What follows belongs to an exercise in optimizing a design on an open flow for small area; a production flow would make more cautious choices. Where RTL was checked, it was by simulation tests only, not by an equivalence proof against the original. No driver is modelled on the clock port, so clock power and skew are understated where the tree is cut down; a real chip needs a root buffer or a tree. Power is estimated from default activity; no workload was simulated.

Design sdram_master, start of the top module:
module sdram_master(
input                       clk,
input                       waitrequest,
input                       readdatavalid,
input       [15:0]          readdata,
input                       reset_n,
input                       ready,
output                      chipselect,
output      [1:0]           byteenable,
output                      done,
output reg                  read_n,
output reg                  write_n,
output      [31:0]          address,
output reg  [15:0]          writedata,
output      [31:0]          toHexLed
);
localparam [3:0] RD0 = 4'd0;
localparam [3:0] RD1 = 4'd1;
localparam [3:0] RD2 = 4'd2;
localparam [3:0] RD3 = 4'd3;
localparam [3:0] RD4 = 4'd4;
localparam [3:0] RD5 = 4'd5;
localparam [3:0] RD6 = 4'd6;
localparam [3:0] RD7 = 4'd7;
localparam [3:0] RD8 = 4'd8;
localparam [3:0] RD9 = 4'd9;
localparam [3:0] RD10= 4'd10;
localparam [3:0] RDY = 4'd11;
localparam [3:0] WT  = 4'd12;
localparam [3:0] MX  = 4'd13;
  ...
Settings: LEC_CHECK=0, CAP_MARGIN=0, CORE_MARGIN=2, CORE_UTILIZATION=70, GPL_TIMING_DRIVEN=0, SLEW_MARGIN=0; clock period 10.0 ns.
standard.sh (not shown) runs the stock make flow with config.mk's settings and CLKGATE_MAP_FILE= SYNTH_SCRIPT=/design/flow/synth_recipe.tcl, a recipe that flattens the netlist after the stock synthesis.
==> flow/flow/run.sh <==
#!/bin/bash
# Standard ORFS layout with: area-oriented ABC scripts in synthesis, the smallest result
# kept, and no separate half/full-adder extraction before them (flow/synth.tcl,
# flow/abc_s*.script), the smallest buffer cell for the port buffers, the buffers that
# Yosys/ABC left removed at floorplan, and a balanced two-level clock tree of small
# buffers built after CTS in place of its tree (flow/post_cts_manual.tcl, which upsizes
# only the leaf buffers that need it with flow/post_cts_size.tcl).
set -euo pipefail
here=$(pwd)
export MY_ABC_SCRIPTS="$(ls $here/flow/abc_s*.script | tr '\n' ' ')"
export FLOW_SYNTH=$here/synth_recipe.tcl
bash standard.sh \
  SYNTH_SCRIPT=$here/flow/synth.tcl \
  REMOVE_ABC_BUFFERS=1 ADDER_MAP_FILE= SKIP_REPAIR_TIE_FANOUT=1 \
  BUFFER_PORTS_ARGS="-buffer_cell sky130_fd_sc_hd__buf_1" \
  CTS_ARGS="-sink_clustering_enable -repair_clock_nets -dont_use_dummy_load -buf_list {sky130_fd_sc_hd__clkbuf_4}" \
  POST_CTS_TCL=$here/flow/post_cts_manual.tcl \
  finish > flow.log 2>&1
Other scripts of this flow, unchanged in this note and not shown: flow/flow/abc_s0.script, flow/flow/abc_s1.script, flow/flow/abc_s2.script, flow/flow/abc_s3.script, flow/flow/abc_s4.script, flow/flow/abc_s5.script, flow/flow/abc_s6.script, flow/flow/abc_s7.script, flow/flow/post_cts_manual.tcl, flow/flow/post_cts_size.tcl, flow/flow/synth.tcl
Rerun with:
==> flow/flow/abc_s0h.script (new file) <==
strash
if -K 6
mfs2
strash
&get -n
&deepsyn -T 60 -S 0
&put
strash
dch -f
amap
topo
==> flow/flow/abc_s0m.script (new file) <==
strash
&get -n
&deepsyn -T 60 -S 0
&put
strash
dch -f
amap
topo
mfs3 -ae
topo
==> flow/flow/abc_s1m.script (new file) <==
strash
&get -n
&deepsyn -T 60 -S 1
&put
strash
dch -f
amap
topo
mfs3 -ae
topo
==> flow/flow/abc_s2m.script (new file) <==
strash
&get -n
&deepsyn -T 60 -S 2
&put
strash
dch -f
amap
topo
mfs3 -ae
topo
==> flow/flow/abc_s3h.script (new file) <==
strash
if -K 6
mfs2
strash
&get -n
&deepsyn -T 60 -S 3
&put
strash
dch -f
amap
topo
==> flow/flow/abc_s3m.script (new file) <==
strash
&get -n
&deepsyn -T 60 -S 3
&put
strash
dch -f
amap
topo
mfs3 -ae
topo
==> flow/flow/abc_s4m.script (new file) <==
strash
&get -n
&deepsyn -T 60 -S 4
&put
strash
dch -f
amap
topo
mfs3 -ae
topo
==> flow/flow/abc_s5m.script (new file) <==
strash
&get -n
&deepsyn -T 60 -S 5
&put
strash
dch -f
amap
topo
mfs3 -ae
topo
==> flow/flow/abc_s6m.script (new file) <==
strash
&get -n
&deepsyn -T 60 -S 6
&put
strash
dch -f
amap
topo
mfs3 -ae
topo
==> flow/flow/abc_s7m.script (new file) <==
strash
&get -n
&deepsyn -T 60 -S 7
&put
strash
dch -f
amap
topo
mfs3 -ae
topo
The new run ran to the end with no violations.
Via count stays flat.
Global-route usage climbs by 0.96 points.
Critical path depth is unchanged.
Clock skew barely changes.
Total power drops slightly.
Wire length climbs slightly.
Cell area drops slightly.
Setup slack gains 0.24 ns.
Hold slack is about the same.
First-iteration DRC count drops by a few percent.
In every run of this note, the design's own scripts or RTL, not TritonCTS, make the clock network.

* * *

Setup of run 1:
Another version of the RTL of sdram_master (not shown whole).
Size: ~400 cells after synthesis, ~3700 um^2 of cells after synthesis.
export LEC_CHECK = 0
export CAP_MARGIN = 0
export CORE_MARGIN = 2
export CORE_UTILIZATION = 70
export GPL_TIMING_DRIVEN = 0
export SLEW_MARGIN = 0
create_clock -name core_clock -period 10.0 [get_ports {clk}]
==> flow/flow/run.sh <==
#!/bin/bash
# Standard ORFS layout with: an area-oriented ABC script in synthesis, the smallest
# buffer cell for the port buffers, and a clock tree without dummy loads.
set -euo pipefail
here=$(pwd)
export MY_ABC_SCRIPT=$here/flow/abc.script
export FLOW_SYNTH=$here/synth_recipe.tcl
bash standard.sh \
  SYNTH_SCRIPT=$here/flow/synth.tcl REMOVE_ABC_BUFFERS=1 \
  BUFFER_PORTS_ARGS="-buffer_cell sky130_fd_sc_hd__buf_1" \
  CTS_ARGS="-sink_clustering_enable -repair_clock_nets -dont_use_dummy_load -buf_list {sky130_fd_sc_hd__clkbuf_4 sky130_fd_sc_hd__clkbuf_8}" \
  finish > flow.log 2>&1
==> flow/flow/abc.script <==
strash
ifraig
dc2
strash
dch -f
amap
topo
==> flow/flow/synth.tcl <==
# The standard flow's synthesis script, with ABC's mapping script replaced by flow/abc.script
# (area-oriented; only the combinational logic is remapped, registers are untouched).
proc abc {args} {
  set i [lsearch $args -script]
  lset args [expr {$i + 1}] $::env(MY_ABC_SCRIPT)
  set j [lsearch $args -D]
  if {$j >= 0} { set args [lreplace $args $j [expr {$j + 1}]] }
  yosys abc {*}$args
}
source $::env(FLOW_SYNTH)
Changes in run 2 relative to run 1:
Settings: CORE_UTILIZATION changed from 70 to 80.
==> flow/flow/run.sh <==
#!/bin/bash
# Standard ORFS layout with: an area-oriented ABC script in synthesis, the smallest
# buffer cell for the port buffers, and a clock tree without dummy loads.
set -euo pipefail
here=$(pwd)
export MY_ABC_SCRIPT=$here/flow/abc.script
export FLOW_SYNTH=$here/synth_recipe.tcl
bash standard.sh \
  SYNTH_SCRIPT=$here/flow/synth.tcl \
  BUFFER_PORTS_ARGS="-buffer_cell sky130_fd_sc_hd__buf_1" \
  CTS_ARGS="-sink_clustering_enable -repair_clock_nets -dont_use_dummy_load -sink_clustering_max_diameter 200 -sink_clustering_size 40 -buf_list {sky130_fd_sc_hd__clkbuf_16}" \
  finish > flow.log 2>&1
--- outcome ---
Run 2 did not run to completion, as it errored out during global placement (3_3_place_gp).
Run 1 finished end to end and its layout was clean on timing, DRC and antenna.
On post-synthesis simple-gate area fraction, run 1 and run 2 are basically level.
The synthesized cell count was comparable across run 1 and run 2.
Note that the number of placement rows recorded for run 2 amounts to 0.923 times the value seen in run 1.
Initial core utilization in run 2 is 11 points above run 1.
What run 3 does differently from run 2 at the input level:
Settings: changing CORE_UTILIZATION from 80 to 70.
-- flow/flow/run.sh --
<<< run 2, line 10
  BUFFER_PORTS_ARGS="-buffer_cell sky130_fd_sc_hd__buf_1" \
  CTS_ARGS="-sink_clustering_enable -repair_clock_nets -dont_use_dummy_load -sink_clustering_max_diameter 200 -sink_clustering_size 40 -buf_list {sky130_fd_sc_hd__clkbuf_16}" \
  finish > flow.log 2>&1
>>> run 3, line 10
  BUFFER_PORTS_ARGS="-buffer_cell sky130_fd_sc_hd__buf_1" \
  CTS_ARGS="-sink_clustering_enable -repair_clock_nets -dont_use_dummy_load -buf_list {sky130_fd_sc_hd__clkbuf_4 sky130_fd_sc_hd__clkbuf_8}" \
  finish > flow.log 2>&1
- Run 3 | status: complete | timing, DRC, antenna: pass
- Synthesized cell count: run 2 vs run 3 identical
- Simple logic cell fraction of the synthesized area essentially unchanged between run 2 and run 3.
- [compare] base=run 2 new=run 3: number of placement rows increased 8.3%; die width increased about 6.5%; y dimension of the die increased about 6.5%; complex-gate fraction of the synthesized area essentially unchanged; effective utilization at floorplan decreased 11 points.
- Synthesized area: run 2 vs run 3 — no meaningful difference
- Comparing run 3 with run 2, the mean area per synthesized cell came out essentially unchanged.
- As far as adder-cell share of the synthesized area goes, run 3 and run 2 are indistinguishable; the numbers are identical.
Inputs modified between run 3 and run 4:
==> flow/flow/run.sh <==
#!/bin/bash
# Standard ORFS layout with: an area-oriented ABC script in synthesis, the smallest
# buffer cell for the port buffers, and a clock tree without dummy loads.
set -euo pipefail
here=$(pwd)
export MY_ABC_SCRIPT=$here/flow/abc.script
export FLOW_SYNTH=$here/synth_recipe.tcl
bash standard.sh \
  SYNTH_SCRIPT=$here/flow/synth.tcl REMOVE_ABC_BUFFERS=1 \
  BUFFER_PORTS_ARGS="-buffer_cell sky130_fd_sc_hd__buf_1" \
  CTS_ARGS="-sink_clustering_enable -repair_clock_nets -dont_use_dummy_load -sink_clustering_max_diameter 200 -sink_clustering_size 40 -buf_list {sky130_fd_sc_hd__clkbuf_16}" \
  finish > flow.log 2>&1
--- outcome ---
On run 4: combinational logic power is about 1% lower than what run 3 gave. Wire length in run 4 is 1.4% lower than in run 3. Run 3 -> run 4: number of placed I/O pins delta 0, exact match. Site row count: run 3 vs run 4, no meaningful difference.
No functional check of the RTL was part of any run of this note.

* * *

The RTL this note starts from:
==> flow/design.v <==
module sdram_master(
input                       clk,
input                       waitrequest,
input                       readdatavalid,
input       [15:0]          readdata,
input                       reset_n,
input                       ready,
output                      chipselect,
output      [1:0]           byteenable,
output                      done,
output reg                  read_n,
output reg                  write_n,
output      [31:0]          address,
output reg  [15:0]          writedata,
output      [31:0]          toHexLed
);
localparam [3:0] RD0 = 4'd0;
localparam [3:0] RD1 = 4'd1;
localparam [3:0] RD2 = 4'd2;
localparam [3:0] RD3 = 4'd3;
localparam [3:0] RD4 = 4'd4;
localparam [3:0] RD5 = 4'd5;
localparam [3:0] RD6 = 4'd6;
localparam [3:0] RD7 = 4'd7;
localparam [3:0] RD8 = 4'd8;
localparam [3:0] RD9 = 4'd9;
localparam [3:0] RD10= 4'd10;
localparam [3:0] RDY = 4'd11;
localparam [3:0] WT  = 4'd12;
localparam [3:0] MX  = 4'd13;
localparam [3:0] MN  = 4'd14;
localparam [3:0] ID  = 4'd15;
reg [3:0]   st;
reg [3:0]   st_n;
reg [15:0]  maxnum;
reg [15:0]  minnum;
reg [31:18] addr_hi;
reg [17:1]  addr_ln;     
wire [31:1] addr = {addr_hi, ~addr_ln};
wire s_wait = (st == WT);
wire s_read = (st == RD0) | (st == RD1) | (st == RD2) | (st == RD3) | (st == RD4) | (st == RD5) | (st == RD6) | (st == RD7) | (st == RD8) | (st == RD9) | (st == RD10);
wire s_take = (st == RD0) | (st == RD1) | (st == RD2) | (st == RD3) | (st == RD4) | (st == RD5) | (st == RD6) | (st == RD7) | (st == RD8) | (st == RD9);      
wire s_max  = (st == MX);
wire s_wr   = (st == MX) | (st == MN);
assign done = (st == MX) | (st == MN) | (st == ID);
assign chipselect = 1'b1;
assign byteenable = 2'b11;
assign toHexLed   = {maxnum, minnum};
wire tdone = addr[17] & addr[16] & addr[11] & addr[10] & addr[8] & addr[6] & addr[1];
assign address = {addr_hi, ~(addr_ln | {17{s_wait}}), 1'b0};
always @(*) begin
    case (st)
    RD0: st_n = readdatavalid ? RD1 : RD0;
    RD1: st_n = readdatavalid ? RD2 : RD1;
    RD2: st_n = readdatavalid ? RD3 : RD2;
    RD3: st_n = readdatavalid ? RD4 : RD3;
    RD4: st_n = readdatavalid ? RD5 : RD4;
    RD5: st_n = readdatavalid ? RD6 : RD5;
    RD6: st_n = readdatavalid ? RD7 : RD6;
    RD7: st_n = readdatavalid ? RD8 : RD7;
    RD8: st_n = readdatavalid ? RD9 : RD8;
    RD9: st_n = readdatavalid ? RD10 : RD9;
    RD10: st_n = MX;
    RDY:  st_n = ready ? RD0 : WT;
    WT:   st_n = tdone ? RDY : WT;
    MX:   st_n = waitrequest ? MX : MN;
    MN:   st_n = waitrequest ? MN : ID;
    default: st_n = ID;
    endcase
end
always @(posedge clk) begin
    if (!reset_n) begin
        st      <= RDY;
        read_n  <= 1'b1;
        write_n <= 1'b1;
    end else begin
        st      <= st_n;
        read_n  <= ~s_read;
        write_n <= ~s_wr;
    end
end
genvar i;
wire [16:0] gmax, lmin;
assign gmax[0] = 1'b0;
assign lmin[0] = 1'b0;
generate for (i = 0; i < 16; i = i + 1) begin : g_cmp
    assign gmax[i+1] = (readdata[i] & ~maxnum[i]) | (readdata[i] & gmax[i]) | (~maxnum[i] & gmax[i]);
    assign lmin[i+1] = (minnum[i] & ~readdata[i]) | (minnum[i] & lmin[i]) | (~readdata[i] & lmin[i]);
end endgenerate
wire take    = s_take & readdatavalid;
wire upd_max = take & gmax[16];            
wire upd_min = take & lmin[16];            
wire mx_new  = upd_max & reset_n;
wire mx_old  = ~upd_max & reset_n;
wire mn_new  = ~upd_min | ~reset_n;        
wire mn_old  = upd_min | ~reset_n;
wire wd_max  = s_max & reset_n;
wire wd_min  = ~s_max & reset_n;
always @(posedge clk) begin
    maxnum    <= ({16{mx_new}} & readdata) | ({16{mx_old}} & maxnum);
    minnum    <= ({16{mn_new}} | readdata) & ({16{mn_old}} | minnum);
    writedata <= ({16{wd_max}} & maxnum) | ({16{wd_min}} & minnum);
end
wire [32:1] ac;
assign ac[1] = (s_read & ~waitrequest) | s_wait;
generate for (i = 1; i < 32; i = i + 1) begin : g_addr
    assign ac[i+1] = ac[i] & addr[i];
end endgenerate
reg [31:1] addr_n;
always @(*) begin
    if (!reset_n || (s_wait && tdone))
        addr_n = 31'd0;
    else if (done)
        addr_n = {27'd0, 3'b101, ~s_max};
    else
        addr_n = addr ^ ac[31:1];
end
always @(posedge clk) begin
    addr_hi <= addr_n[31:18];
    addr_ln <= ~addr_n[17:1];
end
endmodule
export LEC_CHECK = 0
export CAP_MARGIN = 0
export CORE_MARGIN = 2
export CORE_UTILIZATION = 70
export GPL_TIMING_DRIVEN = 0
export SLEW_MARGIN = 0
create_clock -name core_clock -period 10.0 [get_ports {clk}]
==> flow/flow/run.sh <==
#!/bin/bash
# Standard ORFS layout with: an area-oriented ABC script in synthesis and no separate
# half/full-adder extraction before it (flow/synth.tcl,
# flow/abc.script), the smallest buffer cell for the port buffers, the buffers that
# Yosys/ABC left removed at floorplan, and a clock tree of small buffers where only the
# leaf buffers that need it are upsized (flow/post_cts_size.tcl).
set -euo pipefail
here=$(pwd)
export MY_ABC_SCRIPT=$here/flow/abc.script
export FLOW_SYNTH=$here/synth_recipe.tcl
bash standard.sh \
  SYNTH_SCRIPT=$here/flow/synth.tcl \
  REMOVE_ABC_BUFFERS=1 ADDER_MAP_FILE= SKIP_REPAIR_TIE_FANOUT=1 \
  BUFFER_PORTS_ARGS="-buffer_cell sky130_fd_sc_hd__buf_1" \
  CTS_ARGS="-sink_clustering_enable -repair_clock_nets -dont_use_dummy_load -buf_list {sky130_fd_sc_hd__clkbuf_4}" \
  POST_CTS_TCL=$here/flow/post_cts_size.tcl \
  finish > flow.log 2>&1
==> flow/flow/abc.script <==
strash
&get -n
&deepsyn -T 60
&put
strash
dch -f
amap
topo
Scripts as last shown in full above: flow/flow/synth.tcl
Other scripts of this flow, unchanged in this note and not shown: flow/flow/post_cts_size.tcl
The first run produced a clean layout.
==> next run, changes <==
--- a/flow/flow/run.sh
+++ b/flow/flow/run.sh
@@ -2,3 +2,3 @@
-# Standard ORFS layout with: an area-oriented ABC script in synthesis and no separate
-# half/full-adder extraction before it (flow/synth.tcl,
-# flow/abc.script), the smallest buffer cell for the port buffers, the buffers that
+# Standard ORFS layout with: area-oriented ABC scripts in synthesis, the smallest result
+# kept, and no separate half/full-adder extraction before them (flow/synth.tcl,
+# flow/abc_s*.script), the smallest buffer cell for the port buffers, the buffers that
@@ -9 +9 @@
-export MY_ABC_SCRIPT=$here/flow/abc.script
+export MY_ABC_SCRIPTS="$(ls $here/flow/abc_s*.script | tr '\n' ' ')"
==> flow/flow/abc_s1.script (new file) <==
strash
&get -n
&deepsyn -T 60 -S 1
&put
strash
dch -f
amap
topo
==> flow/flow/synth.tcl (replaced) <==
# The standard flow's synthesis script, with ABC's mapping step replaced: ABC runs once per script
# listed in MY_ABC_SCRIPTS (area-oriented scripts, differing only in the random seed of
# &deepsyn), and the mapping with the smallest cell area is kept. Only the combinational
# logic is remapped; the registers are untouched.
proc abc {args} {
  set i [lsearch $args -script]
  set j [lsearch $args -D]
  if {$j >= 0} { set args [lreplace $args $j [expr {$j + 1}]] }
  set libargs {}
  foreach lib $::env(LIB_FILES) { lappend libargs -liberty $lib }
  yosys design -save my_pre_abc
  set best ""
  set best_area 1e30
  foreach script $::env(MY_ABC_SCRIPTS) {
    yosys design -load my_pre_abc
    lset args [expr {$i + 1}] $script
    yosys abc {*}$args
    yosys opt_clean
    yosys tee -q -o $::env(OBJECTS_DIR)/my_abc_stat.txt stat {*}$libargs
    set f [open $::env(OBJECTS_DIR)/my_abc_stat.txt r]
    set area 1e30
    foreach line [split [read $f] "\n"] {
      if {[regexp {Chip area for module .*: ([0-9.]+)} $line -> a]} { set area $a }
    }
    close $f
    puts "my_abc: $script area $area"
    if {$area < $best_area} {
      set best_area $area
      set best $script
      yosys design -save my_best_abc
    }
  }
  puts "my_abc: kept $best area $best_area"
  yosys design -load my_best_abc
}
source $::env(FLOW_SYNTH)
--- a/flow/config.mk
+++ b/flow/config.mk
@@ -10 +10 @@
-export CORE_UTILIZATION = 70
+export CORE_UTILIZATION = 78
removed: flow/flow/abc.script
With this change the flow aborted during 3_3_place_gp, error GPL-0301.
Area after synthesis barely changes.
Synthesized cell count fell slightly.
==> next run, changes <==
==> flow/flow/abc_s0.script (new file) <==
strash
&get -n
&deepsyn -T 60 -S 0
&put
strash
dch -f
amap
topo
==> flow/flow/abc_s2.script (new file) <==
strash
&get -n
&deepsyn -T 60 -S 2
&put
strash
dch -f
amap
topo
==> flow/flow/abc_s3.script (new file) <==
strash
&get -n
&deepsyn -T 60 -S 3
&put
strash
dch -f
amap
topo
==> flow/flow/abc_s4.script (new file) <==
strash
&get -n
&deepsyn -T 60 -S 4
&put
strash
dch -f
amap
topo
--- a/flow/config.mk
+++ b/flow/config.mk
@@ -10 +10 @@
-export CORE_UTILIZATION = 78
+export CORE_UTILIZATION = 70
This time the run ran to the end with no violations.
Synthesized area stays the same.
Synthesized cell count does not change.
==> next run, changes <==
--- a/flow/flow/run.sh
+++ b/flow/flow/run.sh
@@ -2,3 +2,3 @@
-# Standard ORFS layout with: area-oriented ABC scripts in synthesis, the smallest result
-# kept, and no separate half/full-adder extraction before them (flow/synth.tcl,
-# flow/abc_s*.script), the smallest buffer cell for the port buffers, the buffers that
+# Standard ORFS layout with: an area-oriented ABC script in synthesis and no separate
+# half/full-adder extraction before it (flow/synth.tcl,
+# flow/abc.script), the smallest buffer cell for the port buffers, the buffers that
@@ -9 +9 @@
-export MY_ABC_SCRIPTS="$(ls $here/flow/abc_s*.script | tr '\n' ' ')"
+export MY_ABC_SCRIPT=$here/flow/abc.script
@@ -13 +13 @@
-  REMOVE_ABC_BUFFERS=1 ADDER_MAP_FILE= SKIP_REPAIR_TIE_FANOUT=1 \
+  REMOVE_ABC_BUFFERS=1 ADDER_MAP_FILE= \
==> flow/flow/abc.script (new file) <==
strash
&get -n
&deepsyn -T 60
&put
strash
dch -f
amap
topo
==> flow/flow/synth.tcl (replaced) <==
# The standard flow's synthesis script, with ABC's mapping script replaced by flow/abc.script
# (area-oriented; only the combinational logic is remapped, registers are untouched).
proc abc {args} {
  set i [lsearch $args -script]
  lset args [expr {$i + 1}] $::env(MY_ABC_SCRIPT)
  set j [lsearch $args -D]
  if {$j >= 0} { set args [lreplace $args $j [expr {$j + 1}]] }
  yosys abc {*}$args
}
source $::env(FLOW_SYNTH)
removed: flow/flow/abc_s0.script
removed: flow/flow/abc_s1.script
removed: flow/flow/abc_s2.script
removed: flow/flow/abc_s3.script
removed: flow/flow/abc_s4.script
Setup slack improved by 0.13 ns.
Flip-flop and latch count does not change.
Synthesized area hardly moves.
Total power came out lower by 0.72%.
Clock-buffer cell count does not change.
Global-route usage came out higher by 1.5 points.
Routed wire length came out higher by 0.94%.
Cell area came out higher by 0.36%.

-- port drivers added, routing unchanged --
Ports are ideal in the flow. The routed layouts listed here were re-timed in OpenROAD. Step 1, drivers: a clkbuf_16 drives clk and a buf_2 each remaining input, both assumed. Step 2 also shifts input and output timing later by t, the mid clock arrival at the registers, as if the neighbouring blocks saw the same clock. Slacks: no drivers / after step 1 / after step 2; pairs: no drivers / after step 1.
run | t, ns | slack for setup (ns) | worst setup path after step 2
the first run of note 1 | 0.448 | 3.276 / 3.283 / 2.835 | input to register
the second run of note 1 | 0.457 | 3.514 / 3.519 / 3.062 | input to register
run 1 | 0.377 | 2.201 / 2.203 / 1.826 | input to register
run 3 | 0.370 | 2.205 / 2.211 / 1.841 | input to register
run 4 | 0.357 | 2.142 / 2.138 / 1.781 | input to register
the first run of note 3 | 0.439 | 3.415 / 3.416 / 2.977 | input to register
the third run of note 3 | 0.425 | 3.252 / 3.259 / 2.834 | input to register
the fourth run of note 3 | 0.435 | 3.383 / 3.387 / 2.951 | input to register
After both steps setup and hold are still met in every run listed. The setup slack of the second run of note 1, which loses most, moves by +0.005 ns with the drivers and by -0.452 ns with both steps.
